Context: an optimization exercise on an open-source flow, tuned for small area and a short achievable clock period. The choices shown serve that exercise and are no tape-out recipe. Function was checked by simulation only, so behaviour that the tests miss may differ from the original. Power figures rest on the tool's default switching activity, not on a simulated workload.

<file path="flow/run.sh">
#!/bin/bash
set -euo pipefail
cd "$(dirname "$0")/.."
bash standard.sh \
  "BUFFER_PORTS_ARGS=-buffer_cell sky130_fd_sc_hd__buf_1" \
  MATCH_CELL_FOOTPRINT=0 \
  SETUP_SLACK_MARGIN=6.62 \
  "CTS_ARGS=-sink_clustering_enable -repair_clock_nets -dont_use_dummy_load -sink_clustering_size 18 -sink_clustering_max_diameter 60 -buf_list sky130_fd_sc_hd__clkbuf_8" \
  finish > flow_make.log 2>&1
</file>
<file path="standard.sh">
#!/bin/bash
# synth_recipe.tcl (not shown) runs the flow's synth.tcl, then flattens the netlist and writes it again
# the make line also repeats each setting of config.mk as NAME=value (left out here)
make -C /OpenROAD-flow-scripts/flow DESIGN_CONFIG=/design/flow/config.mk WORK_HOME=/design/flow/orfs CLKGATE_MAP_FILE= SYNTH_SCRIPT=/design/flow/synth_recipe.tcl "${@:-finish}"
</file>
<file path="config.mk">
export PLATFORM = sky130hd
export DESIGN_NAME = topmodule
export DESIGN_NICKNAME = topmodule
export VERILOG_FILES = /design/flow/design.v
export SDC_FILE = /design/flow/constraint.sdc
export NUM_CORES = 8
export LEC_CHECK = 0
export CAP_MARGIN = 25
export CORE_MARGIN = 2
export CORE_UTILIZATION = 50
export PLACE_DENSITY = 0.7
export SLEW_MARGIN = 25
</file>
<file path="constraint.sdc">
create_clock -name core_clock -period 10.0 [get_ports {clk}]
set_input_delay 2.0000 -clock core_clock [delete_from_list [all_inputs] [get_ports {clk}]]
set_output_delay 2.0000 -clock core_clock [all_outputs]
set_load 0.01 [all_outputs]
</file>
<file path="design.v">
module topmodule (
	input clk, rst,
	output [31:0] PC_out, RD1, RD2,
	output wire [31:0] Inst,
	output REGWr,
	output [3:0] ALUCnt,
	output [31:0] ALUOutW, ReadDataW,
	input [31:0] InstrF,
	output [31:0] DataAdrM, WriteDataM,
	output MemWriteM,
	input [31:0] ReadDataM);
reg [31:0] pcF;                        
reg [31:0] instD;                      
reg [31:0] rd1E, rd2E, srcbE;          
reg [3:0]  alucE, condE, waE;          
reg [1:0]  flagwE;
reg        regwE, memwE, memtoregE, pcsE, blE;
reg [31:0] aluM, wdataM;               
reg [3:0]  waM;
reg        regwM, memwM, memtoregM, pcsM, blM;
reg [31:0] aluW, rdataW;               
reg        regwW, memtoregW, pcsW;
reg [3:0]  flagr;                      
reg        nzp, cvp;                   
reg        cM, vM;                     
reg [15:0] sel1, sel2;                 
reg [14:0] valid;                      
reg [4:0]  amtD;                       
reg [1:0]  shD;                        
reg        alusrcD;                    
wire [479:0] rf;                       
assign PC_out     = pcF;
assign Inst       = instD;
assign RD1        = rd1E;
assign RD2        = rd2E;
assign ALUCnt     = alucE;
assign DataAdrM   = aluM;
assign WriteDataM = wdataM;
assign MemWriteM  = memwM;
assign ALUOutW    = aluW;
assign ReadDataW  = rdataW;
assign REGWr      = regwW;
wire [31:0] pc4     = {pcF[31:2] + 30'd1, pcF[1:0]};
wire [31:0] resultW = memtoregW ? rdataW : aluW;
wire [31:0] pcnext  = pcsW ? resultW : pc4;
wire [31:0] instF = InstrF;
wire [14:0] wevec;
wire [14:0] vnext = valid | wevec;
wire        strF  = (instF[27:26] == 2'b01) & ~instF[20];
wire [3:0]  ra1F  = instF[19:16];
wire [3:0]  ra2F  = strF ? instF[15:12] : instF[3:0];
wire        bxF   = (instF[27:4] == 24'h12FFF1);
wire        dpF   = (instF[27:26] == 2'b00) & ~bxF;
wire [4:0]  shamtF = dpF ? instF[11:7] : 5'd0;
wire [1:0]  shF    = dpF ? instF[6:5]  : 2'd0;
always @(posedge clk) begin
	pcF     <= rst ? 32'd0 : pcnext;
	instD   <= rst ? 32'd0 : instF;
	sel1    <= rst ? 16'd0 : ((16'd1 << ra1F) & {1'b1, vnext});
	sel2    <= rst ? 16'd0 : ((16'd1 << ra2F) & {1'b1, vnext});
	valid   <= rst ? 15'd0 : vnext;
	shD     <= rst ? 2'd0 : shF;
	amtD    <= rst ? 5'd0 : ((shF == 2'b00) ? (5'd0 - shamtF) : shamtF);
	alusrcD <= ~rst & (dpF ? instF[25] : (instF[27:26] == 2'b01) | (instF[27:26] == 2'b10));
end
wire [1:0] op    = instD[27:26];
wire [3:0] cmd   = instD[24:21];
wire       sbit  = instD[20];
wire [3:0] rn    = instD[19:16];
wire [3:0] rd    = instD[15:12];
wire [3:0] rm    = instD[3:0];
wire isBX  = (instD[27:4] == 24'h12FFF1);
wire isDP  = (op == 2'b00) & ~isBX;
wire isMem = (op == 2'b01);
wire isSTR = isMem & ~instD[20];
wire isLDR = isMem &  instD[20];
wire isBr  = (op == 2'b10);
wire isBL  = isBr & instD[24];
wire isCMP = (cmd == 4'b1010);
wire regwD = (isDP & ~isCMP) | isLDR | isBL;
wire pcsD  = ((rd == 4'd15) & regwD) | isBr | isBX;
reg [3:0] alucD;
reg [1:0] flagwD;
always @* begin
	if (isDP) begin
		case (cmd)
		4'b0100: begin alucD = 4'b0100; flagwD = sbit ? 2'b11 : 2'b00; end
		4'b0010: begin alucD = 4'b0010; flagwD = sbit ? 2'b11 : 2'b00; end
		4'b0000: begin alucD = 4'b0000; flagwD = sbit ? 2'b10 : 2'b00; end
		4'b1100: begin alucD = 4'b1100; flagwD = sbit ? 2'b10 : 2'b00; end
		4'b1101: begin alucD = 4'b1101; flagwD = sbit ? 2'b10 : 2'b00; end
		4'b1010: begin alucD = 4'b0010; flagwD = 2'b11; end
		default: begin alucD = 4'b1101; flagwD = 2'b00; end
		endcase
	end else begin
		alucD  = (isBr | isBX) ? 4'b1101 : 4'b0100;
		flagwD = 2'b00;
	end
end
genvar gi;
reg [31:0] rv1, rv2;
integer i;
always @* begin
	rv1 = {32{sel1[15]}} & pc4;
	rv2 = {32{sel2[15]}} & pc4;
	for (i = 0; i < 15; i = i + 1) begin
		rv1 = rv1 | ({32{sel1[i]}} & rf[i*32 +: 32]);
		rv2 = rv2 | ({32{sel2[i]}} & rf[i*32 +: 32]);
	end
end
reg [31:0] extimm;
always @* begin
	if (isMem)     extimm = {20'd0, instD[11:0]};
	else if (isBr) extimm = {{6{instD[23]}}, instD[23:0], 2'b00};
	else           extimm = {24'd0, instD[7:0]};
end
wire [31:0] srcb    = alusrcD ? extimm : rv2;
wire [31:0] srcx = srcb;
wire [4:0]  amt  = amtD;
wire [1:0]  sh   = shD;
wire        lsl  = (sh == 2'b00);
wire [31:0] r0   = amt[0] ? {srcx[0],    srcx[31:1]} : srcx;
wire [31:0] r1   = amt[1] ? {r0[1:0],   r0[31:2]}   : r0;
wire [31:0] r2   = amt[2] ? {r1[3:0],   r1[31:4]}   : r1;
wire [31:0] r3   = amt[3] ? {r2[7:0],   r2[31:8]}   : r2;
wire [31:0] r4   = amt[4] ? {r3[15:0],  r3[31:16]}  : r3;
wire [31:0] mr   = {32{1'b1}} >> amt;
wire [31:0] keep = (sh == 2'b11) ? {32{1'b1}} : (lsl ? (~mr | {32{amt == 5'd0}}) : mr);
wire        fill = (sh == 2'b10) & srcb[31];
wire [31:0] shifted = (r4 & keep) | ({32{fill}} & ~keep);
always @(posedge clk) begin
	rd1E  <= rst ? 32'd0 : rv1;
	rd2E  <= rst ? 32'd0 : rv2;
	srcbE <= shifted;
	waE   <= isBL ? 4'd14 : rd;
	blE   <= isBL;
	memtoregE <= isLDR;
	if (rst) begin
		alucE <= 4'd0; condE <= 4'd0; flagwE <= 2'd0;
		regwE <= 1'b0; memwE <= 1'b0; pcsE <= 1'b0;
	end else begin
		alucE <= alucD; condE <= instD[31:28]; flagwE <= flagwD;
		regwE <= regwD; memwE <= isSTR; pcsE <= pcsD;
	end
end
wire        isSub = alucE[1];
wire [31:0] bx    = srcbE ^ {32{isSub}};
wire [31:0] ag = rd1E & bx, ap = rd1E ^ bx;
reg  [31:0] G, P;
integer d, j, b;
always @* begin
	G = {ag[31:1], ag[0] | (ap[0] & isSub)};
	P = ap;
	for (d = 1; d < 32; d = d * 2)
		for (b = 0; b < 32; b = b + 1)
			if (b & d) begin
				j = (b & ~(d - 1)) - 1;        
				G[b] = G[b] | (P[b] & G[j]);
				P[b] = P[b] & P[j];
			end
end
wire [32:0] carry = {G, isSub};
wire [31:0] sum   = ap ^ carry[31:0];
wire opArith = ~alucE[3] & (alucE[2] | alucE[1]);
wire opOrr   = alucE[3] & ~alucE[0];
wire opMov   = alucE[3] &  alucE[0];
wire [31:0] aluout = opArith ? sum : ((ag & {32{~opMov}}) | (ap & {32{opOrr}}) | (bx & {32{opMov}}));
wire fC = isSub ? ~sum[31] : carry[32];
wire fV = (rd1E[31] == bx[31]) & (sum[31] != rd1E[31]);
wire [3:0] flags = {nzp ? aluM[31] : flagr[3],
                    nzp ? (aluM == 32'd0) : flagr[2],
                    cvp ? cM : flagr[1],
                    cvp ? vM : flagr[0]};
reg condex;
always @* begin
	case (condE)
	4'b0000: condex = flags[2];
	4'b0001: condex = ~flags[2];
	4'b0010: condex = flags[1];
	4'b0011: condex = ~flags[1];
	4'b0100: condex = flags[3];
	4'b0101: condex = ~flags[3];
	4'b0110: condex = flags[0];
	4'b0111: condex = ~flags[0];
	4'b1000: condex = ~flags[2] & flags[1];
	4'b1001: condex = flags[2] | ~flags[1];
	4'b1010: condex = ~(flags[3] ^ flags[0]);
	4'b1011: condex = flags[3] ^ flags[0];
	4'b1100: condex = ~flags[2] & ~(flags[3] ^ flags[0]);
	4'b1101: condex = flags[2] | (flags[3] ^ flags[0]);
	default: condex = 1'b1;
	endcase
end
always @(posedge clk) begin
	cM <= fC;
	vM <= fV;
	if (rst) begin
		flagr <= 4'd0; nzp <= 1'b0; cvp <= 1'b0;
	end else begin
		flagr <= flags;
		nzp   <= flagwE[1] & condex;
		cvp   <= flagwE[0] & condex;
	end
end
always @(posedge clk) begin
	wdataM    <= rd2E;
	waM       <= waE;
	blM       <= blE;
	memtoregM <= memtoregE;
	if (rst) begin
		aluM <= 32'd0; regwM <= 1'b0; memwM <= 1'b0; pcsM <= 1'b0;
	end else begin
		aluM  <= aluout;
		regwM <= regwE & condex;
		memwM <= memwE & condex;
		pcsM  <= pcsE & condex;
	end
end
wire [31:0] wd   = blM ? pcnext : (memtoregM ? ReadDataM : aluM);
generate
	for (gi = 0; gi < 15; gi = gi + 1) begin : g_rf
		wire wen = regwM & (waM == gi);
		assign wevec[gi] = wen;
		reg [31:0] r;
		always @(posedge clk)
			if (wen) r <= wd;
		assign rf[gi*32 +: 32] = r;
	end
endgenerate
always @(posedge clk) begin
	memtoregW <= memtoregM;
	if (rst) begin
		aluW <= 32'd0; rdataW <= 32'd0; regwW <= 1'b0; pcsW <= 1'b0;
	end else begin
		aluW <= aluM; rdataW <= ReadDataM; regwW <= regwM; pcsW <= pcsM;
	end
end
endmodule
</file>
==> results.py, run 1 <==
metrics = {
    "run_status": {
        "run_status": "finished clean",
    },
    "hold_path": {
        "hold_path_depth": 0,
        "hp-start": "memtoregE$_DFF_P_",
        "worstHoldPathType": "reg2reg",
    },
    "yosys": {
        "yosys.area_share.adder_pct": 1.43,
        "synth-compound-area-share_pct": 19.6,
        "dominant_combinational_cell_family_by_area_after_synthesis": "compound AO/OA/AOI/OAI gates",
        "ys_seq_elements": 862,
        "postSynth.topFlopCell": "edfxtp_1",
        "synthXorXnorAreaFrac_pct": 2.23,
        "postSynthAreaPerCell_um2": 11.3,
        "synth_warnings": 1,
        "synth_area_um2": 38500,
        "asyncSetResetFlopFracSynth_pct": 0,
        "synth_top_cell_area_share_pct": 37.5,
        "syn-num-nets": 3512,
        "synthTopCellsByArea": "edfxtp_1, dfxtp_1, a22oi_1, mux2i_1, nor2_1",
        "seq_area_frac_synth_pct": 57.3,
        "synthCells": 3405,
        "synthTopCellsByCount": "edfxtp_1, dfxtp_1, a22oi_1",
        "post_synth_and_or_nand_nor_area_fraction_pct": 13.0,
        "synth_enable_flop_cells": 480,
        "yosysMostFrequentCell": "edfxtp_1",
        "distinct_cell_type_count_of_the_synthesized_netlist": 90,
        "yosys_top_cell_by_area": "edfxtp_1",
        "muxShareOfSynthArea_pct": 3.63,
    },
    "worst_setup_path": {
        "setup.worst_path.start_class": "flip-flop",
        "worst-path-max-fanout": 24,
        "worst-endpoint-required_ns": 10.59,
        "reg2reg_slack_ns": 6.58,
        "arrival_ns": 4.01,
        "endpoint_kind": "flip-flop",
        "worst_r2r_start": "sel2[13]$_SDFF_PP0_",
        "worst_r2r_path_depth": 12,
        "worst_setup_path_startpoint": "sel2[13]$_SDFF_PP0_",
        "crit_type": "reg2reg",
    },
    "finish": {
        "syn_to_final_growth_pct": 12.5,
        "post-route-util_pct": 56.9,
        "post_route_cells_drive_above_1_share_pct": 14.4,
        "register_area_um2": 22300,
        "multi_input_area_um2": 16100,
        "fin_nets": 3810,
        "layout.filler_cells": 6385,
    },
    "detailed_routing": {
        "drt-initial-drc-count": 6122,
        "detail-route-antenna-nets": 0,
        "finalWirelength_um": 156000,
        "wl_per_cell_um": 33.0,
        "detailedRoute.firstPassIterationCount": 9,
        "remaining_drc_errors": 0,
        "routed_via_density": 7.08,
        "detailroute.via_count": 33500,
    },
    "clock_tree": {
        "cts_buffers": 58,
        "tritoncts_num_sinks": 862,
        "tritoncts": "yes",
        "clock_tree_root_buffer_cell": "clkbuf_8",
        "holdBufCountCts": 0,
        "cts_htree_levels": 2,
        "clock_latency_ns": 0.77,
        "clk_pin_slew_ns": 0.11,
        "cts.path.max_buffers": 3,
    },
    "die": {
        "die-area_um2": 79200,
        "floorplan.io_pins": 328,
        "dieWidth_um": 281,
        "initial_core_util_pct": 50.6,
        "fp.dieH_um": 281,
        "floorplan.rows": 101,
        "core_area_um2": 76100,
    },
    "power_and_ir_drop": {
        "power.density_nw_per_um2": 143,
        "vdd.ir_drop.worst_v": 0.0000814,
        "p_leak_uw": 0.0149,
    },
    "sta": {
        "fin_crit_ns": 3.42,
        "finalHoldViolCount": 0,
        "clock-skew-final_ns": 0.0916,
        "totalNegativeSetupSlack_ns": 0,
        "highest_clock_rate_mhz": 293,
        "slew_headroom_pct": 21.9,
        "finalCritPeriodShare_pct": 34.2,
        "fin_ws_ns": 6.58,
        "drv_slew": 0,
        "report.final.setup_viol": 0,
        "setup_repair_after_global_routing_missed_its_margin": "true",
        "worst-slew-pin-transition_ns": 1.16,
        "hold_slack_ns": 0.308,
    },
    "placement": {
        "place.detailed.hpwl_um": 99100,
        "dp_slack_ns": 5.69,
        "place_congestion": 1.05,
        "io_buffers": 327,
    },
    "flow_run": {
        "drv_cap": 0,
    },
    "global_route": {
        "grt_antenna_before_repair": 7,
        "globalRouteOverflowTotal": 0,
        "grtUsageTotal_pct": 37.9,
        "first_global_vias": 31000,
        "wire_length_of_the_first_global_routing_pass_um": 216000,
        "grt_start_max_net_pins": 90,
    },
}
==> layout by cell type, fill, tap and decap left out, types with 22 or more instances in the layout <==
master and count:
ha_1 35, clkbuf_8 59, a31oi_1 33, a22o_1 38, mux2i_1 87, dfxtp_2 59, a22oi_1 339, buf_1 290
a221oi_1 38, nor3_1 40, xor2_1 52, o221ai_1 30, inv_1 35, and3_1 24, nand2b_1 26, a222oi_1 56
nand2_1 190, buf_4 125, dfxtp_1 279, a211oi_1 70, a21oi_1 124, edfxtp_1 480, clkbuf_2 29, dfxtp_4 44
nand3_1 86, o22ai_1 31, nand4_1 69, nor2b_1 142, nor2_1 226, o21a_1 38, xnor2_1 41, o21ai_0 69
a21oi_2 22
==> logic make-up after synthesis <==
| group | count (synthesis) |
|---|---|
| fa+ha+maj | 41 |
| compound gates | 1033 |
| xor+xnor | 98 |
| mux | 125 |
| simple gates | 967 |
| buf+inv | 279 |
| flops | 862 |
==> per-stage QoR <==
step	cells	power [uW]	instance area [um^2]
after floorplan	3405	4340	38500
after global placement	4617	4590	40900
after detailed placement	4617	4600	40900
after CTS	4708	6130	42700
after global routing	4732	6330	43300
final	4735	6190	43300
==> what timing repair did <==
item / in CTS / in global routing
buffers inserted: 29 / 23
endpoints found under the setup margin: 268 / 84
pin swaps: 13 / 16
resized for setup: 228 / 108
gates cloned: 4 / 0
==> final timing paths <==
kind,end
min reg2reg,memtoregM$_DFF_P_
max,srcbE[4]$_DFF_P_
min,memtoregM$_DFF_P_
max reg2reg,srcbE[4]$_DFF_P_
==> layer usage <==
| metal | share of wire [%] | track usage, % | vias up |
|---|---|---|---|
| met3 | 16 | 12.0 | 772 |
| met1 | 34 | 47.2 | 15800 |
| met5 | 0.085 | 1.04 | - |
| met2 | 42 | 56.3 | 3131 |
| li1 | - | - | 13800 |
| met4 | 8.4 | 26.1 | 6 |
==> critical path, stage by stage (launching register included) <==
cell and delay, ns:
dfxtp_1 0.33, buf_4 0.19, buf_6 0.24, a222oi_1 0.35, nand3_1 0.20, o31ai_2 0.42, nand3_2 0.26, o21ai_2 0.30
nor2_1 0.10, a211o_1 0.23, mux2i_1 0.23, nor2_1 0.09, or3_1 0.30
==> where the power goes <==
part | total [uW] | leakage (uW) | internal (uW) | switching, uW
logic | 695 | 0.00689 | 228 | 467
clock network | 1600 | 0.000417 | 517 | 1090
registers | 3900 | 0.00759 | 3820 | 78.2
total | 6190 | 0.0149 | 4560 | 1630
==> flip-flops by register name, summed over array words and instances, names as in the netlist, 5 cells and up <==
signal	count
valid	15
sel2	16
rdataW	32
wdataM	32
rd1E	32
aluW	32
aluM	32
srcbE	32
g_rf.r	480
rd2E	32
instD	32
pcF	32
amtD	5
sel1	16
==> area by class of cell <==
cell class	instances	area share, %
clock buffers	58	1.84
flip-flops and latches	862	51.5
repair buffers	480	6.19
inverters	37	0.321
well taps	1030	2.98
diodes	4	0.0231
multi-input cells	2264	37.1
==> inputs of run 2 (changes only) <==
--- a/config.mk
+++ b/config.mk
@@ -8,5 +8,5 @@
 export CAP_MARGIN = 25
 export CORE_MARGIN = 2
 export CORE_UTILIZATION = 50
-export PLACE_DENSITY = 0.7
+export PLACE_DENSITY = 0.65
 export SLEW_MARGIN = 25
==> run 2 against run 1 <==
Against the previous run: still clean; hold slack better by 0.0071 ns; sequential cell count stayed put; total power is 2.7% higher; first-iteration DRC count is 0.38% higher; fmax is 0.96% lower; sequential share of layout area is 0.87 points lower; critical path type unchanged; critical endpoint unchanged.
==> results.py, run 2 <==
metrics = {
    "run_status": {
        "run_status": "finished clean",
    },
    "clock_tree": {
        "clock_tree_root_buffer_cell": "clkbuf_8",
        "tritoncts": "yes",
        "clock_latency_ns": 0.73,
        "cts.path.max_buffers": 3,
        "cts_buffers": 70,
        "tritoncts_num_sinks": 862,
        "clk_pin_slew_ns": 0.09,
        "cts_htree_levels": 3,
    },
    "yosys": {
        "postSynth.topFlopCell": "edfxtp_1",
        "syn-num-nets": 3512,
        "ys_seq_elements": 862,
        "synthTopCellsByArea": "edfxtp_1, dfxtp_1, a22oi_1, mux2i_1, nor2_1",
        "yosysMostFrequentCell": "edfxtp_1",
        "synth_enable_flop_cells": 480,
        "synthTopCellsByCount": "edfxtp_1, dfxtp_1, a22oi_1",
        "synth_area_um2": 38500,
        "distinct_cell_type_count_of_the_synthesized_netlist": 90,
        "synth_top_cell_area_share_pct": 37.5,
        "postSynthAreaPerCell_um2": 11.3,
        "yosys_top_cell_by_area": "edfxtp_1",
        "asyncSetResetFlopFracSynth_pct": 0,
        "synth_warnings": 1,
        "seq_area_frac_synth_pct": 57.3,
        "synthCells": 3405,
    },
    "placement": {
        "place_congestion": 1.01,
        "place.detailed.hpwl_um": 103000,
        "dp_slack_ns": 5.86,
        "io_buffers": 327,
        "dpl.cell_count": 4618,
        "placed_area_um2": 41000,
    },
    "sta": {
        "finalCritPeriodShare_pct": 34.5,
        "drv_slew": 0,
        "totalNegativeSetupSlack_ns": 0,
        "report.final.setup_viol": 0,
        "finalHoldViolCount": 0,
        "slew_headroom_pct": 24.2,
        "hold_slack_ns": 0.315,
        "fin_ws_ns": 6.55,
        "fin_crit_ns": 3.45,
        "worst-slew-pin-transition_ns": 1.13,
        "clock-skew-final_ns": 0.109,
        "highest_clock_rate_mhz": 290,
        "setup_repair_after_global_routing_missed_its_margin": "true",
    },
    "global_route": {
        "wire_length_of_the_first_global_routing_pass_um": 224000,
        "grt_start_max_net_pins": 154,
        "globalRouteOverflowTotal": 0,
        "grtUsageTotal_pct": 39.6,
        "first_global_vias": 30700,
        "grt_antenna_before_repair": 4,
    },
    "worst_setup_path": {
        "setup.worst_path.start_class": "flip-flop",
        "crit_path_top_delay_cell": "or3b_4",
        "worst-path-max-fanout": 32,
        "timing.critical_path.slowest_cell_delay_ns": 0.46,
        "worst-endpoint-required_ns": 10.50,
        "worst_path_dominant_cell_family": "simple AND/OR/NAND/NOR gates",
        "worst_r2r_path_depth": 11,
        "timing.critical_path.depth": 11,
        "worstPathBufferInverterCount": 1,
        "endpoint_kind": "flip-flop",
        "arrival_ns": 3.95,
        "cell_by_cell_trace_of_the_critical_path": "buf_12 -> a222oi_1 -> nand3_1 -> nor3_4 -> or3b_4 -> a221oi_2 -> nand2_2 -> o221ai_2 -> o21ai_2 -> and3_1 -> or3_1",
        "crit_type": "reg2reg",
        "reg2reg_slack_ns": 6.55,
    },
    "detailed_routing": {
        "remaining_drc_errors": 0,
        "routed_via_density": 7.03,
        "detailedRoute.firstPassIterationCount": 12,
        "detail-route-antenna-nets": 0,
        "detailroute.via_count": 33500,
        "drt-initial-drc-count": 6145,
        "finalWirelength_um": 164000,
        "wl_per_cell_um": 34.5,
    },
    "hold_path": {
        "hold_path_depth": 0,
        "worstHoldPathType": "reg2reg",
    },
    "die": {
        "dieWidth_um": 281,
        "floorplan.io_pins": 328,
        "fp.dieH_um": 281,
        "initial_core_util_pct": 50.6,
        "die-area_um2": 79200,
        "floorplan.rows": 101,
        "core_area_um2": 76100,
    },
    "finish": {
        "layout.cells.most_common_list": "edfxtp_1, a22oi_1, dfxtp_1",
        "final_cell_area_um2": 43900,
        "post_route_cells_drive_above_1_share_pct": 14.4,
        "registers.top_by_ff_count": "g_rf.r",
        "layout.filler_cells": 6424,
        "largest_register_ff_count": 480,
        "final_cells": 4759,
        "fin_nets": 3836,
        "final_common_cell": "edfxtp_1",
        "syn_to_final_growth_pct": 14.0,
    },
    "flow_run": {
        "drv_cap": 0,
    },
    "power_and_ir_drop": {
        "vdd.ir_drop.worst_v": 0.0000689,
        "power.density_nw_per_um2": 145,
        "p_leak_uw": 0.0150,
    },
}
## run 2: final timing paths
kind / start / end
min reg2reg: blE$_DFF_P_ / blM$_DFF_P_
max reg2reg: sel2[7]$_SDFF_PP0_ / srcbE[4]$_DFF_P_
min: blE$_DFF_P_ / blM$_DFF_P_
max: sel2[7]$_SDFF_PP0_ / srcbE[4]$_DFF_P_
## run 2: area by class of cell
type | count | area (um^2) | area share [%]
clock buffer | 70 | 963 | 2.20
tap | 1030 | 1290 | 2.94
antenna | 2 | 5.00 | 0.0114
multi-input combinational | 2265 | 16300 | 37.1
timing repair buffer | 493 | 2980 | 6.80
sequential | 862 | 22200 | 50.7
inverter | 37 | 139 | 0.317
## run 2: logic make-up after synthesis
| kind of cell | share of synthesized area, % |
|---|---|
| buffers and inverters | 2.80 |
| multiplexers | 3.63 |
| AO/OA/AOI/OAI | 19.6 |
| XOR/XNOR | 2.23 |
| AND/OR/NAND/NOR | 13.0 |
| flip-flops | 57.3 |
| adder cells (fa/ha/maj) | 1.43 |
## run 2: per-layer routing
| metal | part of all wire (%) | GRT usage (%) |
|---|---|---|
| met5 | 0.0079 | 0 |
| met4 | 7.2 | 22.6 |
| met3 | 14 | 11.2 |
| met2 | 43 | 59.2 |
| met1 | 36 | 51.9 |
## run 2: stage by stage
stage | total power [uW] | util, %
finish | 6360 | 57.7
detailed placement | 4610 | 53.8
global route | 6540 | 57.6
global placement | 4610 | 53.8
CTS | 6320 | 56.3
floorplan | 4340 | -
## run 2: timing repair
item	4_1_cts	5_1_grt
hold buffers	0	0
cloned	5	7
endpoints found under the setup margin	194	75
gates resized for setup	199	127
pin swaps	15	39
setup buffers	23	34
## run 2: power by group
group | leakage [uW] | internal [uW] | switching (uW)
clock | 0.000503 | 628 | 1130
sequential | 0.00757 | 3820 | 72.6
combinational | 0.00695 | 234 | 479
total | 0.0150 | 4680 | 1680
## run 2: worst register-to-register path, delay by kind of cell, from the launching register on
kind	cells	cell delay, ns
buffers and inverters	1	0.20
DFF	1	0.34
AOI/OAI and AO/OA	4	1.05
and+or+nand+nor	6	1.64
==> inputs of run 3 (changes only) <==
--- a/config.mk
+++ b/config.mk
@@ -5,8 +5,8 @@
 export SDC_FILE = /design/flow/constraint.sdc
 export NUM_CORES = 8
 export LEC_CHECK = 0
-export CAP_MARGIN = 25
+export CAP_MARGIN = 22
 export CORE_MARGIN = 2
 export CORE_UTILIZATION = 50
-export PLACE_DENSITY = 0.65
-export SLEW_MARGIN = 25
+export PLACE_DENSITY = 0.7
+export SLEW_MARGIN = 22
==> run 3 against run 2 <==
Against the previous run: largest power group unchanged; fmax is 1.2% higher; clock skew shrank 0.030 ns; wire length down 4.6%; via count down 0.14%; first-iteration DRC count decreased by 0.70%.
==> results.py, run 3 <==
metrics = {
    "worst_setup_path": {
        "cell_by_cell_trace_of_the_critical_path": "buf_6 -> a222oi_1 -> and3_1 -> nand4_1 -> or3_1 -> a32oi_1 -> o41ai_4 -> o22ai_1 -> mux2i_1 -> a22oi_1 -> nand2_1",
        "crit_type": "reg2reg",
        "setup.worst_path.start_class": "flip-flop",
        "endpoint_kind": "flip-flop",
        "worst-endpoint-required_ns": 10.62,
        "timing.critical_path.slowest_cell_delay_ns": 0.50,
        "arrival_ns": 4.03,
        "crit_path_top_delay_cell": "or3_1",
        "worst-path-max-fanout": 32,
    },
    "finish": {
        "syn_to_final_growth_pct": 12.7,
        "post_route_cells_drive_above_1_share_pct": 14.3,
        "post-route-util_pct": 57.0,
        "layout.cells.most_common_list": "edfxtp_1, a22oi_1, buf_1",
        "registers.top_by_ff_count": "g_rf.r",
        "fin_nets": 3807,
        "largest_register_ff_count": 480,
        "final_common_cell": "edfxtp_1",
        "layout.filler_cells": 6398,
    },
    "power_and_ir_drop": {
        "p_leak_uw": 0.0149,
        "power.density_nw_per_um2": 143,
        "vdd.ir_drop.worst_v": 0.0000695,
    },
    "yosys": {
        "yosys_top_cell_by_area": "edfxtp_1",
        "seq_area_frac_synth_pct": 57.3,
        "synth_warnings": 1,
        "yosysMostFrequentCell": "edfxtp_1",
        "syn-num-nets": 3512,
        "synthTopCellsByArea": "edfxtp_1, dfxtp_1, a22oi_1, mux2i_1, nor2_1",
        "synth_top_cell_area_share_pct": 37.5,
        "asyncSetResetFlopFracSynth_pct": 0,
        "postSynthAreaPerCell_um2": 11.3,
        "synth_enable_flop_cells": 480,
        "synth_area_um2": 38500,
        "synthTopCellsByCount": "edfxtp_1, dfxtp_1, a22oi_1",
        "ys_seq_elements": 862,
        "synthCells": 3405,
        "distinct_cell_type_count_of_the_synthesized_netlist": 90,
        "postSynth.topFlopCell": "edfxtp_1",
    },
    "global_route": {
        "wire_length_of_the_first_global_routing_pass_um": 216000,
        "grt_antenna_before_repair": 6,
        "globalRouteOverflowTotal": 0,
        "first_global_vias": 30900,
        "grt_start_max_net_pins": 90,
        "grtUsageTotal_pct": 37.9,
    },
    "clock_tree": {
        "cts_buffers": 57,
        "clock_latency_ns": 0.78,
        "cts_htree_levels": 2,
        "tritoncts": "yes",
        "clk_pin_slew_ns": 0.11,
        "tritoncts_num_sinks": 862,
        "clock_tree_root_buffer_cell": "clkbuf_8",
        "cts.path.max_buffers": 3,
    },
    "detailed_routing": {
        "detailedRoute.firstPassIterationCount": 22,
        "wl_per_cell_um": 33.1,
        "detailroute.via_count": 33400,
        "detail-route-antenna-nets": 0,
        "remaining_drc_errors": 0,
        "routed_via_density": 7.06,
        "finalWirelength_um": 156000,
        "drt-initial-drc-count": 6102,
    },
    "sta": {
        "totalNegativeSetupSlack_ns": 0,
        "worst-slew-pin-transition_ns": 1.21,
        "fin_crit_ns": 3.41,
        "finalCritPeriodShare_pct": 34.1,
        "highest_clock_rate_mhz": 293,
        "clock-skew-final_ns": 0.0789,
        "drv_slew": 0,
        "slew_headroom_pct": 19.0,
        "report.final.setup_viol": 0,
        "setup_repair_after_global_routing_missed_its_margin": "true",
        "hold_slack_ns": 0.328,
        "finalHoldViolCount": 0,
    },
    "die": {
        "floorplan.io_pins": 328,
        "initial_core_util_pct": 50.6,
        "dieWidth_um": 281,
        "die-area_um2": 79200,
        "core_area_um2": 76100,
        "fp.dieH_um": 281,
        "floorplan.rows": 101,
    },
    "hold_path": {
        "worstHoldPathType": "reg2reg",
    },
    "placement": {
        "io_buffers": 327,
        "place_congestion": 1.05,
        "place.detailed.hpwl_um": 99200,
    },
    "flow_run": {
        "drv_cap": 0,
    },
    "run_status": {
        "run_status": "finished clean",
    },
}
-- run 3: cell counts after synthesis --
No cell type changed its count.
-- run 3: critical path, delay by kind of cell (launching register included) --
kind,cells,cell delay (ns)
multiplexers,1,0.23
AND/OR/NAND/NOR,4,0.98
buffers and inverters,1,0.24
flip-flops,1,0.33
AO/OA/AOI/OAI,5,1.49
-- run 3: kinds of logic (layout without fill, tap and decap cells) --
logic type / Yosys count / count (layout) / share of synthesized area, %
other: 0 / 3 / 0
AND/OR/NAND/NOR: 967 / 968 / 13.0
buffers and inverters: 279 / 571 / 2.80
flip-flops: 862 / 862 / 57.3
multiplexers: 125 / 125 / 3.63
adder cells (fa/ha/maj): 41 / 41 / 1.43
AO/OA/AOI/OAI: 1033 / 1033 / 19.6
XOR/XNOR: 98 / 98 / 2.23
-- run 3: routing by layer --
layer,routed length [um],GRT usage [%],vias to the layer above
li1,-,-,13800
met1,52900,46.9,15800
met2,65700,56.6,3101
met3,24000,12.2,784
met4,13900,26.0,6
met5,34,0,-
-- run 3: final cells by class --
class	count	area (um^2)	share of cell area, %
flip-flops and latches	862	22300	51.4
diodes	3	7.51	0.0173
multi-input cells	2265	16100	37.2
clock buffers	57	785	1.81
inverters	37	139	0.320
well taps	1030	1290	2.97
repair buffers	477	2720	6.28
-- run 3: metrics by stage --
stage | power [uW] | setup WS [ns] | instances | instance area (um^2)
global placement | 4590 | 5.82 | 4617 | 40900
floorplan | 4340 | 6.59 | 3405 | 38500
global route | 6320 | 6.54 | 4729 | 43400
detailed placement | 4600 | 5.69 | 4617 | 40900
CTS | 6120 | 6.61 | 4706 | 42600
finish | 6180 | 6.59 | 4731 | 43400
-- run 3: where the power goes --
group	switching [uW]	internal [uW]	total (uW)	leakage [uW]
Clock	1080	509	1590	0.000410
Sequential	79.5	3820	3900	0.00759
Combinational	467	228	695	0.00695
Total	1630	4550	6180	0.0149
-- run 3: repair_timing --
action | CTS | global route
cloned | 4 | 3
setup buffers | 28 | 18
resized for setup | 218 | 127
endpoints found under the setup margin | 294 | 84
hold buffers | 0 | 0
pin swaps | 11 | 25
-- run 3: worst paths after layout --
kind                            from           endpoint  slack [ns]  cells past startpoint
setup / recovery  sel2[6]$_SDFF_PP0_  srcbE[31]$_DFF_P_        6.59                     11
hold / removal     waE[1]$_SDFF_PP1_     waM[1]$_DFF_P_        0.33                      0
setup reg to reg  sel2[6]$_SDFF_PP0_  srcbE[31]$_DFF_P_        6.59                     11
hold reg to reg    waE[1]$_SDFF_PP1_     waM[1]$_DFF_P_        0.33                      0
==> inputs of run 4 (changes only) <==
==> flow/run.sh (replaced) <==
#!/bin/bash
set -euo pipefail
cd "$(dirname "$0")/.."
bash standard.sh \
  "BUFFER_PORTS_ARGS=-buffer_cell sky130_fd_sc_hd__buf_1" \
  MATCH_CELL_FOOTPRINT=0 \
  SETUP_SLACK_MARGIN=6.55 \
  "CTS_ARGS=-sink_clustering_enable -repair_clock_nets -dont_use_dummy_load -sink_clustering_size 18 -sink_clustering_max_diameter 60 -buf_list sky130_fd_sc_hd__clkbuf_8 -root_buf sky130_fd_sc_hd__clkbuf_16" \
  finish > flow_make.log 2>&1
--- a/config.mk
+++ b/config.mk
@@ -5,8 +5,8 @@
 export SDC_FILE = /design/flow/constraint.sdc
 export NUM_CORES = 8
 export LEC_CHECK = 0
-export CAP_MARGIN = 22
+export CAP_MARGIN = 25
 export CORE_MARGIN = 2
 export CORE_UTILIZATION = 50
 export PLACE_DENSITY = 0.7
-export SLEW_MARGIN = 22
+export SLEW_MARGIN = 25
==> run 4 against run 3 <==
Against the previous run: worst setup slack lost 0.079 ns; clock power grew 7%; wire length up 0.78%; non-clock buffer count is 9 lower; critical path type unchanged; largest cell class unchanged.
==> results.py, run 4 <==
metrics = {
    "worst_setup_path": {
        "timing.rr.end": "srcbE[9]$_DFF_P_",
        "worst_r2r_path_depth": 13,
        "critPathCapture": "srcbE[9]$_DFF_P_",
        "worst-path-max-fanout": 24,
        "worst_setup_path_startpoint": "sel2[0]$_SDFF_PP0_",
        "reg2reg_slack_ns": 6.51,
        "arrival_ns": 3.97,
        "worst-endpoint-required_ns": 10.48,
        "endpoint_kind": "flip-flop",
        "crit_type": "reg2reg",
        "worst_r2r_start": "sel2[0]$_SDFF_PP0_",
        "setup.worst_path.start_class": "flip-flop",
    },
    "sta": {
        "highest_clock_rate_mhz": 287,
        "clock-skew-final_ns": 0.106,
        "fin_crit_ns": 3.49,
        "worst-slew-pin-transition_ns": 1.16,
        "slew_headroom_pct": 22.4,
        "hold_slack_ns": 0.330,
        "totalNegativeSetupSlack_ns": 0,
        "setup_repair_after_global_routing_missed_its_margin": "true",
        "finalHoldViolCount": 0,
        "finalCritPeriodShare_pct": 34.9,
        "drv_slew": 0,
        "report.final.setup_viol": 0,
        "fin_ws_ns": 6.51,
    },
    "power_and_ir_drop": {
        "clkPwrFrac_pct": 27.0,
        "share_comb_of_total_power_pct": 11.1,
        "power_uw": 6290,
        "p_seq_share_pct": 61.9,
        "p_leak_uw": 0.0148,
        "power.density_nw_per_um2": 146,
        "cellInternalPower_uw": 4630,
        "switching_share_pct": 26.3,
        "netSwitchingPower_uw": 1660,
        "vdd.ir_drop.worst_v": 0.0000916,
    },
    "yosys": {
        "asyncSetResetFlopFracSynth_pct": 0,
        "muxShareOfSynthArea_pct": 3.63,
        "distinct_cell_type_count_of_the_synthesized_netlist": 90,
        "synthTopCellsByCount": "edfxtp_1, dfxtp_1, a22oi_1",
        "synth_warnings": 1,
        "syn-num-nets": 3512,
        "yosysMostFrequentCell": "edfxtp_1",
        "post_synth_and_or_nand_nor_area_fraction_pct": 13.0,
        "synthXorXnorAreaFrac_pct": 2.23,
        "synth_enable_flop_cells": 480,
        "synthTopCellsByArea": "edfxtp_1, dfxtp_1, a22oi_1, mux2i_1, nor2_1",
        "synth_top_cell_area_share_pct": 37.5,
        "synth_area_um2": 38500,
        "postSynth.topFlopCell": "edfxtp_1",
        "postSynthAreaPerCell_um2": 11.3,
        "yosys.area_share.adder_pct": 1.43,
        "dominant_combinational_cell_family_by_area_after_synthesis": "compound AO/OA/AOI/OAI gates",
        "ys_seq_elements": 862,
        "yosys_top_cell_by_area": "edfxtp_1",
        "seq_area_frac_synth_pct": 57.3,
        "synthCells": 3405,
        "synth-compound-area-share_pct": 19.6,
    },
    "global_route": {
        "grt_start_max_net_pins": 86,
        "grtUsageTotal_pct": 38.4,
        "grt_antenna_before_repair": 5,
        "globalRouteOverflowTotal": 0,
        "wire_length_of_the_first_global_routing_pass_um": 219000,
        "first_global_vias": 30600,
    },
    "finish": {
        "fin_nets": 3800,
        "layout.cells.most_common_list": "edfxtp_1, dfxtp_1, a22oi_1",
        "layout.filler_cells": 6414,
        "largest_register_ff_count": 480,
        "registers.top_by_ff_count": "g_rf.r",
        "final_cell_area_um2": 43200,
        "post_route_cells_drive_above_1_share_pct": 11.7,
        "syn_to_final_growth_pct": 12.1,
        "final_common_cell": "edfxtp_1",
    },
    "detailed_routing": {
        "wl_per_cell_um": 33.4,
        "detail-route-antenna-nets": 0,
        "detailedRoute.firstPassIterationCount": 7,
        "routed_via_density": 7.04,
        "remaining_drc_errors": 0,
        "drt-initial-drc-count": 5550,
        "finalWirelength_um": 158000,
        "detailroute.via_count": 33200,
    },
    "die": {
        "core_area_um2": 76100,
        "floorplan.rows": 101,
        "floorplan.io_pins": 328,
        "die-area_um2": 79200,
        "fp.dieH_um": 281,
        "dieWidth_um": 281,
        "initial_core_util_pct": 50.6,
    },
    "placement": {
        "dp_slack_ns": 5.47,
        "placed_area_um2": 41000,
        "io_buffers": 327,
        "place_congestion": 1.07,
        "place.detailed.hpwl_um": 101000,
    },
    "clock_tree": {
        "holdBufCountCts": 0,
        "clock_tree_root_buffer_cell": "clkbuf_16",
        "clock_latency_ns": 0.67,
        "cts.path.max_buffers": 3,
        "clk_pin_slew_ns": 0.11,
        "tritoncts": "yes",
        "cts_buffers": 60,
        "tritoncts_num_sinks": 862,
        "cts_htree_levels": 2,
    },
    "run_status": {
        "run_status": "finished clean",
    },
    "flow_run": {
        "drv_cap": 0,
    },
    "hold_path": {
        "worstHoldPathType": "reg2reg",
    },
}
==> run 4: cell counts after synthesis <==
No cell type changed its count.
==> run 4: power groups by stage <==
stage	Sequential, uW	Combinational [uW]	Clock (uW)
floorplan	3950	387	0
global placement	3970	634	0
detailed placement	3970	638	0
CTS	3890	650	1680
global route	3900	732	1800
finish	3890	699	1700
==> run 4: timing repair <==
action	4_1_cts	5_1_grt
resized for setup	86	113
setup endpoints to repair	233	161
pin swaps	10	28
setup buffers	18	23
hold endpoints to repair	0	0
gates cloned	1	2
==> run 4: metal layers <==
metal  up-vias  track usage (%)  wire length (um)
met5         -                0                18
met4         2             23.5             12300
met3       748             14.0             24400
met2      2965             56.4             66200
met1     15800             48.2             54700
li1      13700                -                 -
==> run 4: cells by family (layout without fill, tap and decap cells) <==
| family | Yosys count | in the layout |
|---|---|---|
| fa+ha+maj | 41 | 41 |
| xor+xnor | 98 | 98 |
| buf+inv | 279 | 565 |
| compound gates | 1033 | 1033 |
| simple gates | 967 | 967 |
| mux | 125 | 125 |
| flops | 862 | 862 |
| other cells | 0 | 3 |
==> run 4: layout make-up <==
class	count	area, um^2	share of cell area (%)
clock buffer	60	882	2.04
antenna	3	7.51	0.0174
tap	1030	1290	2.99
inverter	37	143	0.331
multi-input combinational	2264	16200	37.5
sequential	862	22100	51.2
timing repair buffer	468	2560	5.93
==> run 4: how the worst min path moves through the flow <==
stage                                 start                 to  cells after the start  slack [ns]
after floorplan                 blE$_DFF_P_        blM$_DFF_P_                      0        0.31
after global placement    waE[0]$_SDFF_PP0_     waM[0]$_DFF_P_                      0        0.31
after detailed placement  waE[0]$_SDFF_PP0_     waM[0]$_DFF_P_                      0        0.31
after CTS                 memtoregE$_DFF_P_  memtoregM$_DFF_P_                      0        0.33
after global routing      memtoregE$_DFF_P_  memtoregM$_DFF_P_                      0        0.33
final                     memtoregE$_DFF_P_  memtoregM$_DFF_P_                      0        0.33
==> run 4: stage by stage <==
stage	cells	utilization, %
after CTS	4695	55.7
after floorplan	3405	-
final	4724	56.7
after detailed placement	4616	53.8
after global placement	4616	53.8
after global routing	4722	56.7
==> run 4: worst max-delay path, stage by stage (launching register included) <==
cell and delay [ns]:
dfxtp_1 0.33, buf_4 0.20, buf_6 0.25, a22o_1 0.24, a221oi_1 0.22, nand4_1 0.13, buf_4 0.18, or3_1 0.48
a22oi_2 0.20, o211ai_1 0.21, mux2i_2 0.39, or3_1 0.18, o31ai_1 0.06, a211o_1 0.23
==> inputs of run 5 (changes only) <==
==> flow/run.sh (replaced) <==
#!/bin/bash
set -euo pipefail
cd "$(dirname "$0")/.."
bash standard.sh \
  "BUFFER_PORTS_ARGS=-buffer_cell sky130_fd_sc_hd__buf_1" \
  MATCH_CELL_FOOTPRINT=0 \
  SETUP_SLACK_MARGIN=6.62 \
  "CTS_ARGS=-sink_clustering_enable -repair_clock_nets -dont_use_dummy_load -sink_clustering_size 16 -sink_clustering_max_diameter 55 -buf_list sky130_fd_sc_hd__clkbuf_8" \
  finish > flow_make.log 2>&1
==> run 5 against run 4 <==
Against the previous run: sequential share of layout area is 0.066 points lower; clock skew shrank 0.0047 ns; worst setup slack improved by 0.094 ns; fmax up 2.8%; sequential cell count stayed put; clock-buffer cell count rose by 11; global-route usage fell by 0.29 points; area after synthesis unchanged; clock power is 3% higher; largest cell class unchanged.
==> results.py, run 5 <==
metrics = {
    "yosys": {
        "asyncSetResetFlopFracSynth_pct": 0,
        "syn-num-nets": 3512,
        "seq_area_frac_synth_pct": 57.3,
        "distinct_cell_type_count_of_the_synthesized_netlist": 90,
        "yosys_top_cell_by_area": "edfxtp_1",
        "synth_enable_flop_cells": 480,
        "synthCells": 3405,
        "synthTopCellsByArea": "edfxtp_1, dfxtp_1, a22oi_1, mux2i_1, nor2_1",
        "postSynthAreaPerCell_um2": 11.3,
        "postSynth.topFlopCell": "edfxtp_1",
        "synth_area_um2": 38500,
        "synth_warnings": 1,
        "synthTopCellsByCount": "edfxtp_1, dfxtp_1, a22oi_1",
        "ys_seq_elements": 862,
        "yosysMostFrequentCell": "edfxtp_1",
        "synth_top_cell_area_share_pct": 37.5,
    },
    "sta": {
        "report.final.setup_viol": 0,
        "setup_repair_after_global_routing_missed_its_margin": "true",
        "hold_slack_ns": 0.327,
        "fin_ws_ns": 6.61,
        "finalHoldViolCount": 0,
        "totalNegativeSetupSlack_ns": 0,
        "fin_crit_ns": 3.39,
        "highest_clock_rate_mhz": 295,
        "worst-slew-pin-transition_ns": 1.20,
        "slew_headroom_pct": 19.5,
        "finalCritPeriodShare_pct": 33.9,
        "clock-skew-final_ns": 0.102,
        "drv_slew": 0,
    },
    "global_route": {
        "grtUsageTotal_pct": 38.1,
        "wire_length_of_the_first_global_routing_pass_um": 217000,
        "grt_antenna_before_repair": 7,
        "grt_start_max_net_pins": 90,
        "globalRouteOverflowTotal": 0,
        "first_global_vias": 31100,
    },
    "worst_setup_path": {
        "crit_path_top_delay_cell": "dfxtp_4",
        "endpoint_kind": "output pin",
        "worst-path-max-fanout": 5,
        "cell_by_cell_trace_of_the_critical_path": "buf_1",
        "setup.worst_path.start_class": "flip-flop",
        "worstPathBufferInverterCount": 1,
        "worst_path_dominant_cell_family": "flip-flops",
        "timing.critical_path.slowest_cell_delay_ns": 0.46,
        "arrival_ns": 1.39,
        "crit_type": "reg2out",
        "worst-endpoint-required_ns": 8.00,
    },
    "finish": {
        "syn_to_final_growth_pct": 12.8,
        "layout.cells.most_common_list": "edfxtp_1, a22oi_1, dfxtp_1",
        "final_common_cell": "edfxtp_1",
        "fin_nets": 3817,
        "registers.top_by_ff_count": "g_rf.r",
        "layout.filler_cells": 6372,
        "largest_register_ff_count": 480,
        "final_cell_area_um2": 43400,
        "final_cells": 4741,
        "post_route_cells_drive_above_1_share_pct": 13.3,
    },
    "clock_tree": {
        "cts_htree_levels": 3,
        "tritoncts": "yes",
        "clk_pin_slew_ns": 0.10,
        "clock_tree_root_buffer_cell": "clkbuf_8",
        "cts.path.max_buffers": 3,
        "tritoncts_num_sinks": 862,
        "cts_buffers": 71,
        "clock_latency_ns": 0.73,
    },
    "detailed_routing": {
        "wl_per_cell_um": 33.1,
        "remaining_drc_errors": 0,
        "detail-route-antenna-nets": 0,
        "detailedRoute.firstPassIterationCount": 11,
        "routed_via_density": 7.09,
        "drt-initial-drc-count": 6254,
        "finalWirelength_um": 157000,
        "detailroute.via_count": 33600,
    },
    "die": {
        "fp.dieH_um": 281,
        "core_area_um2": 76100,
        "dieWidth_um": 281,
        "die-area_um2": 79200,
        "floorplan.io_pins": 328,
        "initial_core_util_pct": 50.6,
        "floorplan.rows": 101,
    },
    "placement": {
        "place.detailed.hpwl_um": 99100,
        "io_buffers": 327,
        "place_congestion": 1.05,
        "dpl.cell_count": 4617,
        "dp_slack_ns": 5.69,
        "placed_area_um2": 40900,
    },
    "power_and_ir_drop": {
        "power.density_nw_per_um2": 146,
        "vdd.ir_drop.worst_v": 0.0000806,
        "p_leak_uw": 0.0149,
    },
    "flow_run": {
        "drv_cap": 0,
    },
    "run_status": {
        "run_status": "finished clean",
    },
    "hold_path": {
        "worstHoldPathType": "reg2reg",
    },
}
[run 5: routing by layer]
layer	up-vias	GRT usage (%)	part of all wire (%)	wire length, um
li1	13800	-	-	-
met1	15900	47.3	33	52400
met2	3194	56.6	42	66300
met3	768	12.1	16	24900
met4	6	26.1	8.3	13000
met5	-	1.04	0.083	130
[run 5: worst paths after layout]
| check | from | endpoint | slack (ns) | depth (start not counted) |
|---|---|---|---|---|
| max | alucE[1]$_SDFF_PP0_ | ALUCnt[1] | 6.61 | 1 |
| min | waE[1]$_SDFF_PP1_ | waM[1]$_DFF_P_ | 0.33 | 0 |
| max reg2reg | sel2[2]$_SDFF_PP0_ | srcbE[15]$_DFF_P_ | 6.62 | 11 |
| min reg2reg | waE[1]$_SDFF_PP1_ | waM[1]$_DFF_P_ | 0.33 | 0 |
[run 5: power by group]
| part | switching [uW] | internal (uW) | total (uW) |
|---|---|---|---|
| clock network | 1120 | 637 | 1750 |
| registers | 83.8 | 3820 | 3900 |
| logic | 461 | 228 | 689 |
| total | 1660 | 4690 | 6350 |
[run 5: through the flow]
stage	power, uW	utilization (%)
2_1_floorplan	4340	-
3_3_place_gp	4590	53.8
3_5_place_dp	4600	53.8
4_1_cts	6280	56.1
5_1_grt	6500	57.0
6_report	6350	57.1
[run 5: cell families after synthesis]
logic type	count (synthesis)	share of synthesized area, %
AO/OA/AOI/OAI	1033	19.6
AND/OR/NAND/NOR	967	13.0
flip-flops	862	57.3
buffers and inverters	279	2.80
multiplexers	125	3.63
XOR/XNOR	98	2.23
adder cells (fa/ha/maj)	41	1.43
[run 5: area by class of cell]
class / instances / area (um^2) / area share, %
diodes: 3 / 7.51 / 0.0173
clock buffers: 71 / 977 / 2.25
inverters: 37 / 139 / 0.320
multi-input cells: 2265 / 16200 / 37.3
flip-flops and latches: 862 / 22200 / 51.2
well taps: 1030 / 1290 / 2.97
repair buffers: 473 / 2610 / 6.01
[run 5: timing repair]
item,4_1_cts,5_1_grt
endpoints found under the hold margin,0,0
gates resized for setup,167,99
hold buffers,0,0
buffers inserted,19,24
pin swaps,9,29
setup endpoints to repair,246,59
gates cloned,4,3
==> inputs of run 6 (changes only) <==
==> flow/run.sh (replaced) <==
#!/bin/bash
set -euo pipefail
cd "$(dirname "$0")/.."
bash standard.sh \
  "BUFFER_PORTS_ARGS=-buffer_cell sky130_fd_sc_hd__buf_1" \
  MATCH_CELL_FOOTPRINT=0 \
  SETUP_SLACK_MARGIN=6.66 \
  "CTS_ARGS=-sink_clustering_enable -repair_clock_nets -dont_use_dummy_load -sink_clustering_size 16 -sink_clustering_max_diameter 55 -buf_list sky130_fd_sc_hd__clkbuf_8" \
  finish > flow_make.log 2>&1
==> run 6 against run 5 <==
Against the previous run: highest routed layer unchanged; sequential power about the same; still clean; sequential cell count unchanged; largest cell class unchanged; clock skew rose by 0.016 ns; core utilization grew 1.1 points; first-iteration DRC count increased by 0.67%; critical path depth is 11 higher; worst setup slack improved by 0.017 ns.
==> results.py, run 6 <==
metrics = {
    "power_and_ir_drop": {
        "share_comb_of_total_power_pct": 11.1,
        "switching_share_pct": 26.3,
        "power_uw": 6460,
        "vdd.ir_drop.worst_v": 0.0000889,
        "netSwitchingPower_uw": 1700,
        "clkPwrFrac_pct": 28.6,
        "p_leak_uw": 0.0153,
        "cellInternalPower_uw": 4760,
        "power.density_nw_per_um2": 146,
        "p_seq_share_pct": 60.3,
    },
    "global_route": {
        "grt_antenna_before_repair": 9,
        "grtUsageTotal_pct": 38.9,
        "wire_length_of_the_first_global_routing_pass_um": 220000,
        "grt_start_max_net_pins": 98,
        "first_global_vias": 30900,
        "globalRouteOverflowTotal": 0,
    },
    "placement": {
        "dp_slack_ns": 5.70,
        "io_buffers": 327,
        "place.detailed.hpwl_um": 101000,
        "place_congestion": 1.04,
        "placed_area_um2": 41000,
    },
    "sta": {
        "setup_repair_after_global_routing_missed_its_margin": "true",
        "worst-slew-pin-transition_ns": 1.06,
        "fin_crit_ns": 3.38,
        "clock-skew-final_ns": 0.118,
        "slew_headroom_pct": 28.9,
        "drv_slew": 0,
        "finalCritPeriodShare_pct": 33.8,
        "totalNegativeSetupSlack_ns": 0,
        "finalHoldViolCount": 0,
        "report.final.setup_viol": 0,
        "fin_ws_ns": 6.62,
        "highest_clock_rate_mhz": 296,
    },
    "worst_setup_path": {
        "crit_path_top_delay_cell": "o31ai_2",
        "worst-endpoint-required_ns": 10.53,
        "worst_r2r_start": "sel2[3]$_SDFF_PP0_",
        "reg2reg_slack_ns": 6.62,
        "arrival_ns": 3.91,
        "worst_r2r_path_depth": 12,
        "crit_type": "reg2reg",
        "cell_by_cell_trace_of_the_critical_path": "buf_4 -> buf_6 -> a22oi_1 -> nand2_1 -> o31ai_2 -> nand3_1 -> o21ai_2 -> mux2i_1 -> mux2i_1 -> mux2i_1 -> a211oi_1 -> a21oi_1",
        "timing.critical_path.slowest_cell_delay_ns": 0.50,
        "timing.rr.end": "srcbE[21]$_DFF_P_",
        "setup.worst_path.start_class": "flip-flop",
        "worst-path-max-fanout": 19,
        "most_frequent_cell_on_the_critical_path": "mux2i_1",
        "endpoint_kind": "flip-flop",
    },
    "yosys": {
        "synth_area_um2": 38500,
        "distinct_cell_type_count_of_the_synthesized_netlist": 90,
        "synthTopCellsByArea": "edfxtp_1, dfxtp_1, a22oi_1, mux2i_1, nor2_1",
        "synth_enable_flop_cells": 480,
        "seq_area_frac_synth_pct": 57.3,
        "synth_top_cell_area_share_pct": 37.5,
        "synth_warnings": 1,
        "ys_seq_elements": 862,
        "synthCells": 3405,
        "asyncSetResetFlopFracSynth_pct": 0,
        "postSynth.topFlopCell": "edfxtp_1",
        "postSynthAreaPerCell_um2": 11.3,
        "synthTopCellsByCount": "edfxtp_1, dfxtp_1, a22oi_1",
        "yosys_top_cell_by_area": "edfxtp_1",
        "yosysMostFrequentCell": "edfxtp_1",
        "syn-num-nets": 3512,
    },
    "hold_path": {
        "worstHoldPathType": "reg2reg",
        "hold_path_depth": 0,
        "hp-start": "blE$_DFF_P_",
        "holdPathEnd": "blM$_DFF_P_",
    },
    "die": {
        "die-area_um2": 79200,
        "floorplan.rows": 101,
        "fp.dieH_um": 281,
        "floorplan.io_pins": 328,
        "core_area_um2": 76100,
        "dieWidth_um": 281,
        "initial_core_util_pct": 50.6,
    },
    "detailed_routing": {
        "detailroute.via_count": 33800,
        "detailedRoute.firstPassIterationCount": 14,
        "remaining_drc_errors": 0,
        "routed_via_density": 7.05,
        "detail-route-antenna-nets": 0,
        "wl_per_cell_um": 33.5,
        "drt-initial-drc-count": 6296,
        "finalWirelength_um": 161000,
    },
    "run_status": {
        "run_status": "finished clean",
    },
    "clock_tree": {
        "cts_htree_levels": 3,
        "tritoncts": "yes",
        "clock_latency_ns": 0.76,
        "clk_pin_slew_ns": 0.07,
        "cts.path.max_buffers": 3,
        "holdBufCountCts": 0,
        "clock_tree_root_buffer_cell": "clkbuf_8",
        "tritoncts_num_sinks": 862,
        "cts_buffers": 79,
    },
    "finish": {
        "post_route_cells_drive_above_1_share_pct": 15.8,
        "fin_nets": 3868,
        "largest_register_ff_count": 480,
        "layout.cells.most_common_list": "edfxtp_1, a22oi_1, dfxtp_1",
        "layout.filler_cells": 6293,
        "syn_to_final_growth_pct": 14.9,
        "final_cell_area_um2": 44200,
        "final_common_cell": "edfxtp_1",
        "registers.top_by_ff_count": "g_rf.r",
    },
    "flow_run": {
        "drv_cap": 0,
    },
}
==> run 6: cell counts after synthesis <==
No cell type changed its count.
==> run 6: what timing repair did <==
item	4_1_cts	5_1_grt
endpoints found under the setup margin	220	68
gates resized for setup	223	125
gates cloned	5	5
setup buffers	44	39
pin swaps	19	50
==> run 6: power by group through the flow <==
stage               clock, uW  combinational, uW  sequential (uW)
global route             1960                750             3890
floorplan                   0                387             3950
finish                   1850                719             3890
CTS                      1840                666             3890
global placement            0                629             3980
detailed placement          0                635             3970
==> run 6: how the worst max path moves through the flow <==
stage                          end  cells after the start  slack (ns)           startpoint
2_1_floorplan           cM$_DFF_P_                     13        6.63  alucE[1]$_SDFF_PP0_
3_3_place_gp   aluM[30]$_SDFF_PP0_                      4        5.75                  rst
3_5_place_dp   aluM[30]$_SDFF_PP0_                      4        5.70                  rst
4_1_cts                 vM$_DFF_P_                     15        6.62  alucE[1]$_SDFF_PP0_
5_1_grt          srcbE[29]$_DFF_P_                     14        6.60   sel2[6]$_SDFF_PP0_
6_report         srcbE[21]$_DFF_P_                     12        6.62   sel2[3]$_SDFF_PP0_
==> run 6: layout make-up <==
cell class              instances  area, um^2  area share [%]
repair buffers                517        3180            7.18
flip-flops and latches        862       22200            50.3
diodes                          2        5.00          0.0113
multi-input cells            2264       16300            36.8
well taps                    1030        1290            2.91
clock buffers                  79        1090            2.46
inverters                      37         143           0.322
==> run 6: logic make-up after synthesis <==
logic type	count (synthesis)	synth area share, %
AOI/OAI and AO/OA	1033	19.6
and+or+nand+nor	967	13.0
buffers and inverters	279	2.80
DFF	862	57.3
xor gates and xnor gates	98	2.23
adders and majority gates	41	1.43
muxes	125	3.63
==> run 6: worst max-delay path: cells and delay by family, from the launching register on <==
kind | cells | cell delay [ns]
compound gates | 5 | 1.34
mux | 3 | 0.63
buf+inv | 2 | 0.46
simple gates | 2 | 0.43
flops | 1 | 0.32
==> run 6: per-layer routing <==
| metal | track usage (%) | share of wire (%) | up-vias |
|---|---|---|---|
| li1 | - | - | 13900 |
| met1 | 48.1 | 34 | 15900 |
| met2 | 57.9 | 42 | 3202 |
| met3 | 14.2 | 16 | 805 |
| met4 | 24.4 | 7.8 | 6 |
| met5 | 0 | 0.022 | - |
==> run 6: per-stage QoR <==
step / util, % / hold WS (ns) / instances
after floorplan: - / 0.310 / 3405
after global placement: 53.8 / 0.312 / 4617
after detailed placement: 53.8 / 0.312 / 4617
after CTS: 56.8 / 0.321 / 4745
after global routing: 58.1 / 0.331 / 4790
final: 58.1 / 0.328 / 4791
==> inputs of run 7 (changes only) <==
==> flow/run.sh (replaced) <==
#!/bin/bash
set -euo pipefail
cd "$(dirname "$0")/.."
export OWN_ABC_SCRIPT="$PWD/flow/abc_map.script"
export FLOW_SYNTH_TCL="$PWD/synth_recipe.tcl"
bash standard.sh \
  "SYNTH_SCRIPT=$PWD/flow/synth.tcl" \
  "BUFFER_PORTS_ARGS=-buffer_cell sky130_fd_sc_hd__buf_1" \
  MATCH_CELL_FOOTPRINT=0 \
  SETUP_SLACK_MARGIN=6.62 \
  "CTS_ARGS=-sink_clustering_enable -repair_clock_nets -dont_use_dummy_load -sink_clustering_size 18 -sink_clustering_max_diameter 60 -buf_list sky130_fd_sc_hd__clkbuf_8" \
  finish > flow_make.log 2>&1
==> flow/abc_map.script (new file) <==
&get -n
&st
&syn2
&dch
&nf
&st
&syn2
&dch
&nf
&put
==> flow/synth.tcl (new file) <==
# The standard flow's synthesis (synth_recipe.tcl, which sources ORFS's synth.tcl), with
# only the ABC mapping script replaced by flow/abc_map.script.
proc abc {args} {
  set i [lsearch -exact $args -script]
  if {$i >= 0} { lset args [expr {$i + 1}] $::env(OWN_ABC_SCRIPT) }
  yosys abc {*}$args
}
source $::env(FLOW_SYNTH_TCL)
==> run 7 against run 6 <==
Against the previous run: still clean on timing, DRC and antenna; clock skew is 0.037 ns lower; fmax is 30% lower; clock-buffer cell count is 13 lower; register-to-register slack worse by 1.5 ns; sequential power is 1% higher; final cell count is 7.7% lower; clock power is 8% lower; die area is 7.4% lower; sequential share of layout area is 2.7 points higher; first-iteration DRC count is 5.1% higher; sequential cell count stayed put; via count is 7.6% lower; largest cell class unchanged.
==> results.py, run 7 <==
metrics = {
    "clock_tree": {
        "cts_buffers": 66,
        "holdBufCountCts": 0,
        "clock_tree_root_buffer_cell": "clkbuf_8",
        "clock_latency_ns": 0.73,
        "tritoncts": "yes",
        "tritoncts_num_sinks": 862,
        "clk_pin_slew_ns": 0.10,
        "cts.path.max_buffers": 3,
        "cts_htree_levels": 3,
    },
    "die": {
        "floorplan.io_pins": 328,
        "die-area_um2": 73400,
        "fp.dieH_um": 271,
        "core_area_um2": 70300,
        "dieWidth_um": 271,
        "initial_core_util_pct": 50.7,
        "floorplan.rows": 97,
    },
    "yosys": {
        "postSynthAreaPerCell_um2": 12.1,
        "seq_area_frac_synth_pct": 62.0,
        "dominant_combinational_cell_family_by_area_after_synthesis": "compound AO/OA/AOI/OAI gates",
        "synth_warnings": 1,
        "synthTopCellsByCount": "edfxtp_1, dfxtp_1, nor2_1",
        "postSynth.topFlopCell": "edfxtp_1",
        "synthXorXnorAreaFrac_pct": 2.14,
        "synthCells": 2939,
        "syn-num-nets": 3046,
        "muxShareOfSynthArea_pct": 3.60,
        "synth_enable_flop_cells": 480,
        "synth_top_cell_area_share_pct": 40.5,
        "synth_area_um2": 35600,
        "synth-compound-area-share_pct": 18.2,
        "distinct_cell_type_count_of_the_synthesized_netlist": 57,
        "yosysMostFrequentCell": "edfxtp_1",
        "ys_seq_elements": 862,
        "yosys.area_share.adder_pct": 1.55,
        "post_synth_and_or_nand_nor_area_fraction_pct": 12.2,
        "asyncSetResetFlopFracSynth_pct": 0,
        "yosys_top_cell_by_area": "edfxtp_1",
        "synthTopCellsByArea": "edfxtp_1, dfxtp_1, a222oi_1, a22oi_1, nor2_1",
    },
    "global_route": {
        "wire_length_of_the_first_global_routing_pass_um": 205000,
        "globalRouteOverflowTotal": 0,
        "grt_antenna_before_repair": 7,
        "grt_start_max_net_pins": 84,
        "first_global_vias": 30100,
        "grtUsageTotal_pct": 38.3,
    },
    "worst_setup_path": {
        "crit_path_top_delay_cell": "dfxtp_4",
        "worst-endpoint-required_ns": 10.59,
        "timing.critical_path.slowest_cell_delay_ns": 0.46,
        "endpoint_kind": "flip-flop",
        "arrival_ns": 5.44,
        "worst_path_dominant_cell_family": "compound AO/OA/AOI/OAI gates",
        "worstPathBufferInverterCount": 2,
        "worst-path-max-fanout": 7,
        "cell_by_cell_trace_of_the_critical_path": "xor2_4 -> ha_4 -> nor2b_1 -> o21ai_1 -> a21oi_2 -> o21ai_2 -> a21boi_2 -> o211ai_1 -> a21boi_2 -> o311a_1 -> o21a_1 -> o311ai_4 -> a21o_1 -> a311oi_2 -> o21a_2 -> o311a_4 -> o211ai_1 -> buf_4 -> buf_4 -> nand2_4 -> xnor2_2 -> a2111oi_2",
        "crit_type": "reg2reg",
        "setup.worst_path.start_class": "flip-flop",
    },
    "power_and_ir_drop": {
        "p_leak_uw": 0.0143,
        "vdd.ir_drop.worst_v": 0.000116,
        "power_uw": 6300,
        "power.density_nw_per_um2": 150,
    },
    "sta": {
        "setup_repair_after_global_routing_missed_its_margin": "true",
        "totalNegativeSetupSlack_ns": 0,
        "slew_headroom_pct": 20.5,
        "clock-skew-final_ns": 0.0809,
        "finalCritPeriodShare_pct": 48.4,
        "worst-slew-pin-transition_ns": 1.19,
        "fin_crit_ns": 4.84,
        "finalHoldViolCount": 0,
        "report.final.setup_viol": 0,
        "drv_slew": 0,
        "highest_clock_rate_mhz": 206,
    },
    "finish": {
        "layout.cells.most_common_list": "edfxtp_1, buf_1, dfxtp_1",
        "final_common_cell": "edfxtp_1",
        "multi_input_area_um2": 14900,
        "registers.top_by_ff_count": "g_rf.r",
        "layout.filler_cells": 5632,
        "register_area_um2": 22200,
        "post-route-util_pct": 59.7,
        "syn_to_final_growth_pct": 17.8,
        "largest_register_ff_count": 480,
        "final_cells": 4421,
        "fin_nets": 3588,
        "post_route_cells_drive_above_1_share_pct": 16.9,
    },
    "placement": {
        "place_congestion": 0.951,
        "io_buffers": 327,
        "place.detailed.hpwl_um": 83500,
        "dpl.cell_count": 4278,
    },
    "run_status": {
        "run_status": "finished clean",
    },
    "hold_path": {
        "worstHoldPathType": "reg2reg",
    },
    "detailed_routing": {
        "detail-route-antenna-nets": 0,
        "drt-initial-drc-count": 6617,
        "detailedRoute.firstPassIterationCount": 11,
        "detailroute.via_count": 31200,
        "finalWirelength_um": 145000,
        "wl_per_cell_um": 32.9,
        "remaining_drc_errors": 0,
        "routed_via_density": 7.06,
    },
    "flow_run": {
        "drv_cap": 0,
    },
}
run 7: cell count changes after synthesis, moves of 35 or more:
cell / change
a222oi_1: +131
clkbuf_1: -180
buf_1: -44
a22oi_1: -204
o21a_1: -35
o21ai_0: +51
inv_1: -35
run 7: layout make-up:
type / count / share of cell area, %
multi-input cells: 2048 / 35.6
well taps: 940 / 2.80
flip-flops and latches: 862 / 53.0
inverters: 27 / 0.260
repair buffers: 476 / 6.09
clock buffers: 66 / 2.17
diodes: 2 / 0.0119
run 7: logic make-up after synthesis:
kind of cell / after synthesis
buffers and inverters: 29
adder cells (fa/ha/maj): 41
AO/OA/AOI/OAI: 889
XOR/XNOR: 87
multiplexers: 122
flip-flops: 862
AND/OR/NAND/NOR: 909
run 7: per-layer routing:
layer  vias up  track usage [%]  part of all wire (%)
li1      12800                -                     -
met5         -                0                 0.030
met4         6             25.6                   8.5
met3       727             11.6                    16
met1     14800             48.8                    34
met2      2923             56.5                    42
run 7: per-stage QoR:
stage	setup slack, ns	hold slack [ns]	instance area [um^2]
6_report	5.16	0.326	41900
5_1_grt	4.98	0.329	41900
4_1_cts	5.22	0.318	41100
3_5_place_dp	4.62	0.315	38900
3_3_place_gp	4.78	0.316	38900
2_1_floorplan	5.45	0.310	35800
run 7: power by group:
part	internal, uW	switching (uW)
Sequential	3850	82.2
Combinational	231	438
Clock	595	1100
Total	4670	1620
run 7: repair_timing:
action / 4_1_cts / 5_1_grt
setup endpoints to repair: 310 / 174
pin swaps: 72 / 79
buffers inserted: 45 / 28
resized for setup: 247 / 155
endpoints found under the hold margin: 0 / 0
run 7: path summary, 6_finish.rpt:
check / slack [ns] / cells after the start / from / to
worst max register to register: 5.16 / 22 / alucE[1]$_SDFF_PP0_ / aluM[28]$_SDFF_PP0_
worst max-delay path: 5.16 / 22 / alucE[1]$_SDFF_PP0_ / aluM[28]$_SDFF_PP0_
worst min-delay path: 0.33 / 0 / rd2E[16]$_SDFF_PP0_ / wdataM[16]$_DFF_P_
worst min register to register: 0.33 / 0 / rd2E[16]$_SDFF_PP0_ / wdataM[16]$_DFF_P_

## static timing again, ports no longer ideal
No port has a modelled driver above. Below, the same layouts with a new extraction and two added sets of constraints. Step 1 sets driving cells, clkbuf_16 on the clock port and buf_2 on the other inputs (assumed; they add their load-dependent delay and slew). Step 2, shift: input delay + t, output delay - t, t = (earliest + latest rising clock arrival at the registers) / 2. This alone moves slack from input paths to output paths. Three values: ideal ports, drivers, drivers and shift; two values: the first two.
run	t (ns)	setup slack, ns	worst setup path after step 2
run 1	0.791	6.582 / 6.540 / 6.001	input to register
run 2	0.737	6.549 / 6.541 / 6.019	input to register
run 3	0.802	6.591 / 6.544 / 5.881	input to register
run 4	0.683	6.512 / 6.460 / 5.994	input to register
run 5	0.742	6.606 / 6.545 / 5.948	input to register
run 6	0.767	6.623 / 6.577 / 5.967	input to register
run 7	0.748	5.156 / 5.156 / 5.156	register to register
After both steps every run listed still meets setup and hold. The setup slack of run 3, which loses most, moves by -0.047 ns with the drivers and by -0.710 ns with both steps.
